This design comes from an exercise in tuning for small area and a short achievable clock period on the open sky130 flow, not from production work. RTL that was checked went through simulation tests only; none was proved equivalent to the original. No activity file was given, so power comes from the tool's default toggle rates.

==> run a <==
==> flow/design.v <==
module maxpool_new(
	input [4:0] stride,
	input  maxpool_enable,
	output reg [18:0] address1 , write_address,
	output reg maxpool_done, patch_end,
	input clk ,
	input reset,
	input [9:0]  w1 ,h1,
	input [4:0] w2,h2,
	output [9:0] width, height
    );
reg [9:0] w1r;
reg [4:0] w2m1, h2m1, sr;
reg [4:0]  hi, vi;       
reg [9:0]  Hn;           
reg [18:0] R;            
reg [18:0] N;            
reg [9:0]  Vrem;         
reg [9:0]  qw;           
reg [4:0]  rw;           
reg        wvalid;       
reg [9:0]  qh;           
reg [4:0]  rh;           
assign width  = wvalid ? qw : 10'd0;
assign height = maxpool_done ? qh : 10'd0;
wire [18:0] a_n, R_n, N_n, wa_n;
wire [4:0]  hi_n, vi_n, rw_n, rh_n;
wire [9:0]  Hn_n, Vrem_n, qw_n, qh_n;
wire        done_n, pe_n;
wire        u_run, u_vi, u_pend, u_rowend, u_ncap, u_w;
maxpool_next nx (
	.w1r(w1r), .w2m1(w2m1), .h2m1(h2m1), .sr(sr),
	.address1(address1), .write_address(write_address), .maxpool_done(maxpool_done),
	.hi(hi), .vi(vi), .Hn(Hn), .R(R), .N(N), .Vrem(Vrem),
	.qw(qw), .rw(rw), .wvalid(wvalid), .qh(qh), .rh(rh),
	.a_n(a_n), .R_n(R_n), .N_n(N_n), .wa_n(wa_n), .hi_n(hi_n), .vi_n(vi_n), .rw_n(rw_n), .rh_n(rh_n),
	.Hn_n(Hn_n), .Vrem_n(Vrem_n), .qw_n(qw_n), .qh_n(qh_n), .done_n(done_n), .pe_n(pe_n),
	.u_run(u_run), .u_vi(u_vi), .u_pend(u_pend), .u_rowend(u_rowend), .u_ncap(u_ncap), .u_w(u_w)
);
always @(posedge clk) begin
	w1r  <= w1;
	w2m1 <= w2 - 5'd1;
	h2m1 <= h2 - 5'd1;
	sr   <= stride;
end
always @(posedge clk) begin
	if (reset) begin
		address1 <= 19'd0;
		write_address <= 19'd0;
		maxpool_done <= 1'b0;
		patch_end <= 1'b0;
		hi <= 5'd0;
		vi <= 5'd0;
		Hn <= {5'd0, stride};
		R <= 19'd0;
		Vrem <= h1;
		qw <= 10'd0;
		rw <= 5'd0;
		wvalid <= 1'b0;
		qh <= 10'd0;
		rh <= 5'd0;
	end else if (maxpool_enable) begin
		patch_end <= pe_n;
		if (u_run) begin
			address1 <= a_n;
			hi <= hi_n;
			maxpool_done <= done_n;
		end
		if (u_vi) vi <= vi_n;
		if (u_pend) begin
			write_address <= wa_n;
			Hn <= Hn_n;
		end
		if (u_w) begin
			qw <= qw_n;
			rw <= rw_n;
		end
		if (u_rowend) begin
			R <= R_n;
			Vrem <= Vrem_n;
			qh <= qh_n;
			rh <= rh_n;
			wvalid <= 1'b1;
		end
	end
end
always @(posedge clk) begin
	if (maxpool_enable & u_ncap) N <= N_n;
end
endmodule
module maxpool_next(
	input [9:0]  w1r,
	input [4:0]  w2m1, h2m1, sr,
	input [18:0] address1, write_address,
	input        maxpool_done,
	input [4:0]  hi, vi,
	input [9:0]  Hn,
	input [18:0] R, N,
	input [9:0]  Vrem,
	input [9:0]  qw,
	input [4:0]  rw,
	input        wvalid,
	input [9:0]  qh,
	input [4:0]  rh,
	output [18:0] a_n, R_n, N_n, wa_n,
	output [4:0]  hi_n, vi_n, rw_n, rh_n,
	output [9:0]  Hn_n, Vrem_n, qw_n, qh_n,
	output        done_n, pe_n,
	output        u_run, u_vi, u_pend, u_rowend, u_ncap, u_w
);
wire [9:0]  D1      = w1r - {5'd0, w2m1};          
wire        wrap    = (hi == w2m1);
wire        vlast   = (vi == h2m1);
wire        pend    = wrap & vlast;
wire        lastwin = (Hn >= D1);                  
wire        rowend  = pend & lastwin;
wire [4:0]  vi1     = vi + 5'd1;
wire        firstw  = (Hn == {5'd0, sr});          
wire [18:0] a_step  = address1 + (wrap ? {9'd0, D1} : 19'd1);
wire [18:0] r_sum   = R + {9'd0, Hn};
wire        ncap    = wrap & (vi1 == sr) & firstw;
assign u_run    = ~maxpool_done;
assign u_vi     = u_run & wrap;
assign u_pend   = u_run & pend;
assign u_rowend = u_run & rowend;
assign u_ncap   = u_run & ncap;
assign u_w      = u_pend & ~wvalid;
assign N_n  = a_step;
assign R_n  = ncap ? a_step : N;
assign a_n  = rowend ? R_n : pend ? r_sum : a_step;
assign hi_n = wrap ? 5'd0 : hi + 5'd1;
assign vi_n = vlast ? 5'd0 : vi1;
assign wa_n = write_address + 19'd1;
assign Hn_n = lastwin ? {5'd0, sr} : Hn + {5'd0, sr};
assign Vrem_n = Vrem - {5'd0, sr};
wire [5:0]  rw_t  = {1'b0, rw} + {1'b0, sr};
wire        rw_ge = (rw_t > {1'b0, w2m1});
assign rw_n = rw_ge ? rw_t[4:0] - w2m1 - 5'd1 : rw_t[4:0];
assign qw_n = qw + {9'd0, rw_ge};
wire [5:0]  rh_t  = {1'b0, rh} + {1'b0, sr};
wire        rh_ge = (rh_t > {1'b0, h2m1});
assign rh_n = rh_ge ? rh_t[4:0] - h2m1 - 5'd1 : rh_t[4:0];
assign qh_n = qh + {9'd0, rh_ge};
assign done_n = rowend ? (Vrem == {5'd0, sr})
                       : (wrap & ~vlast & firstw & ({5'd0, vi1} == Vrem));
assign pe_n = u_pend;
endmodule
==> flow/run.sh <==
#!/bin/bash
# synth_recipe.tcl (not shown) runs the flow's synth.tcl, then flattens the netlist and writes it again
# the make line also repeats each setting of config.mk as NAME=value (left out here)
make -C /OpenROAD-flow-scripts/flow DESIGN_CONFIG=/design/flow/config.mk WORK_HOME=/design/flow/orfs CLKGATE_MAP_FILE= SYNTH_SCRIPT=/design/flow/synth_recipe.tcl finish
==> flow/config.mk <==
export PLATFORM = sky130hd
export DESIGN_NAME = maxpool_new
export DESIGN_NICKNAME = maxpool_new
export VERILOG_FILES = /design/flow/design.v
export SDC_FILE = /design/flow/constraint.sdc
export NUM_CORES = 4
export LEC_CHECK = 0
export CAP_MARGIN = 20
export CORE_MARGIN = 2
export CORE_UTILIZATION = 40
export SLEW_MARGIN = 20
==> flow/constraint.sdc <==
create_clock -name core_clock -period 25.0 [get_ports {clk}]
set_input_delay 5.0000 -clock core_clock [delete_from_list [all_inputs] [get_ports {clk}]]
set_output_delay 5.0000 -clock core_clock [all_outputs]
set_load 0.01 [all_outputs]
==> run b (differences from run a) <==
==> flow/design.v (replaced) <==
`timescale 1ns / 1ps
module maxpool_new(
	input [4:0] stride,
	input  maxpool_enable, 
	output reg [18:0] address1 , write_address,
	output reg maxpool_done, patch_end,
	input clk ,
	input reset,
	input [9:0]  w1 ,h1,
	input [4:0] w2,h2,
	output reg [9:0] width, height
    );
reg [9:0] H1_index_outer , V1_index_outer ;
reg [5:0]	v1_index_inner , h1_index_inner ;
reg patch_begin ;
always @ (posedge clk) begin	 
		if (reset) begin
			H1_index_outer = 0;
			V1_index_outer = 0;
			v1_index_inner = 0;
			h1_index_inner = 0;
			address1 = 0;
			write_address = 0;
			patch_begin = 1;
			patch_end = 0;
			maxpool_done = 0;
			width = 0;
			height = 0;
		end
		else if (maxpool_enable) begin
				if (patch_begin) begin
						v1_index_inner = 0;
						h1_index_inner = 0;
						patch_end = 0;
						patch_begin = 0;
				end	
				if (!maxpool_done) begin
					address1 = address1 + 2'b01;
					h1_index_inner = h1_index_inner + 2'b01 ;
					if (h1_index_inner == w2) begin			 
						v1_index_inner = v1_index_inner + 1;
						h1_index_inner = 6'b0;								
						address1 = (v1_index_inner + V1_index_outer )* w1 + H1_index_outer;
					end	
					if (v1_index_inner == h2) begin			 
						H1_index_outer = H1_index_outer + stride;
						address1 = V1_index_outer * w1 + H1_index_outer ;
						patch_end = 1;
						patch_begin =1;
						v1_index_inner = 6'b0;
					end
					if ((H1_index_outer + w2) > w1	) begin		 
						width = H1_index_outer/w2;
						patch_begin = 1;
						V1_index_outer = V1_index_outer + stride;
						H1_index_outer = 10'b0000000000;
						address1 = V1_index_outer * w1;
					end
					if (address1 == h1*w1 ) 		maxpool_done = 1;		 
					if (maxpool_done)   height = V1_index_outer/h2 ;
					if (patch_begin)	write_address	= write_address + 1;
				end
		end
    end
endmodule 
==> run c (differences from run a) <==
--- a/flow/config.mk
+++ b/flow/config.mk
@@ -9,3 +9,4 @@
 export CORE_MARGIN = 2
 export CORE_UTILIZATION = 40
 export SLEW_MARGIN = 20
+export SYNTH_HIERARCHICAL = 1
==> impl_metrics.csv <==
group,metric,value,unit
power,powerDensity,54.12,mW/mm^2
final_layout,multi_input_area,0.006042,mm^2
route,wl_met1,12470,um
power,pwr-share-seq,0.440,
power,clkPwrFrac,0.424,
status,outcome,"finished clean",
power,switchingPower,174.2,uW
That was run a.
==> impl_metrics.csv <==
group,metric,value,unit
route,wl_met1,12960,um
critical_path,critPathTopFamily,"buffers and inverters",
power,switchingPower,173.5,uW
final_layout,multi_input_area,0.007187,mm^2
status,outcome,"finished clean",
power,powerDensity,48.32,mW/mm^2
power,clkPwrFrac,0.406,
yosys,yosysMostFrequentCell,"nand3_1",
place,dp.cells,1723,
That was run c.
==> impl_metrics.csv <==
group,metric,value,unit
route,wl_met1,34150,um
final_layout,multi_input_area,0.02061,mm^2
power,clkPwrFrac,0.124,
power,powerDensity,45.39,mW/mm^2
power,pwr-share-seq,0.126,
power,switchingPower,594.3,uW
status,outcome,"finished clean",
That was run b.
Function not checked in run a and run c: the RTL went through the layout flow alone.

## afterwards: timing with drivers on the ports
How much do the figures lean on ideal ports? The routed layouts below were timed once more, with nothing changed but the port constraints. Step 1, drivers: a clkbuf_16 drives clk and a buf_2 each remaining input, both assumed. Step 2 also shifts input and output timing later by t, the mid clock arrival at the registers, as if the neighbouring blocks saw the same clock. Three values: no drivers, after step 1, after step 2; two values: the first two.
| run | t, ns | setup WS [ns] | latest minus earliest clock arrival (ns) | slew at the worst register clock pin (ns) |
|---|---|---|---|---|
| run a | 0.482 | 17.216 / 17.232 / 16.750 | 0.010 / 0.010 | 0.07 / 0.07 |
| run b | 0.445 | 1.233 / 1.253 / 0.808 | 0.019 / 0.020 | 0.09 / 0.09 |
| run c | 0.473 | 18.114 / 18.122 / 17.649 | 0.012 / 0.012 | 0.07 / 0.07 |
After both steps setup and hold are still met in every run listed. The setup slack of run a, which loses most, moves by +0.016 ns with the drivers and by -0.466 ns with both steps.
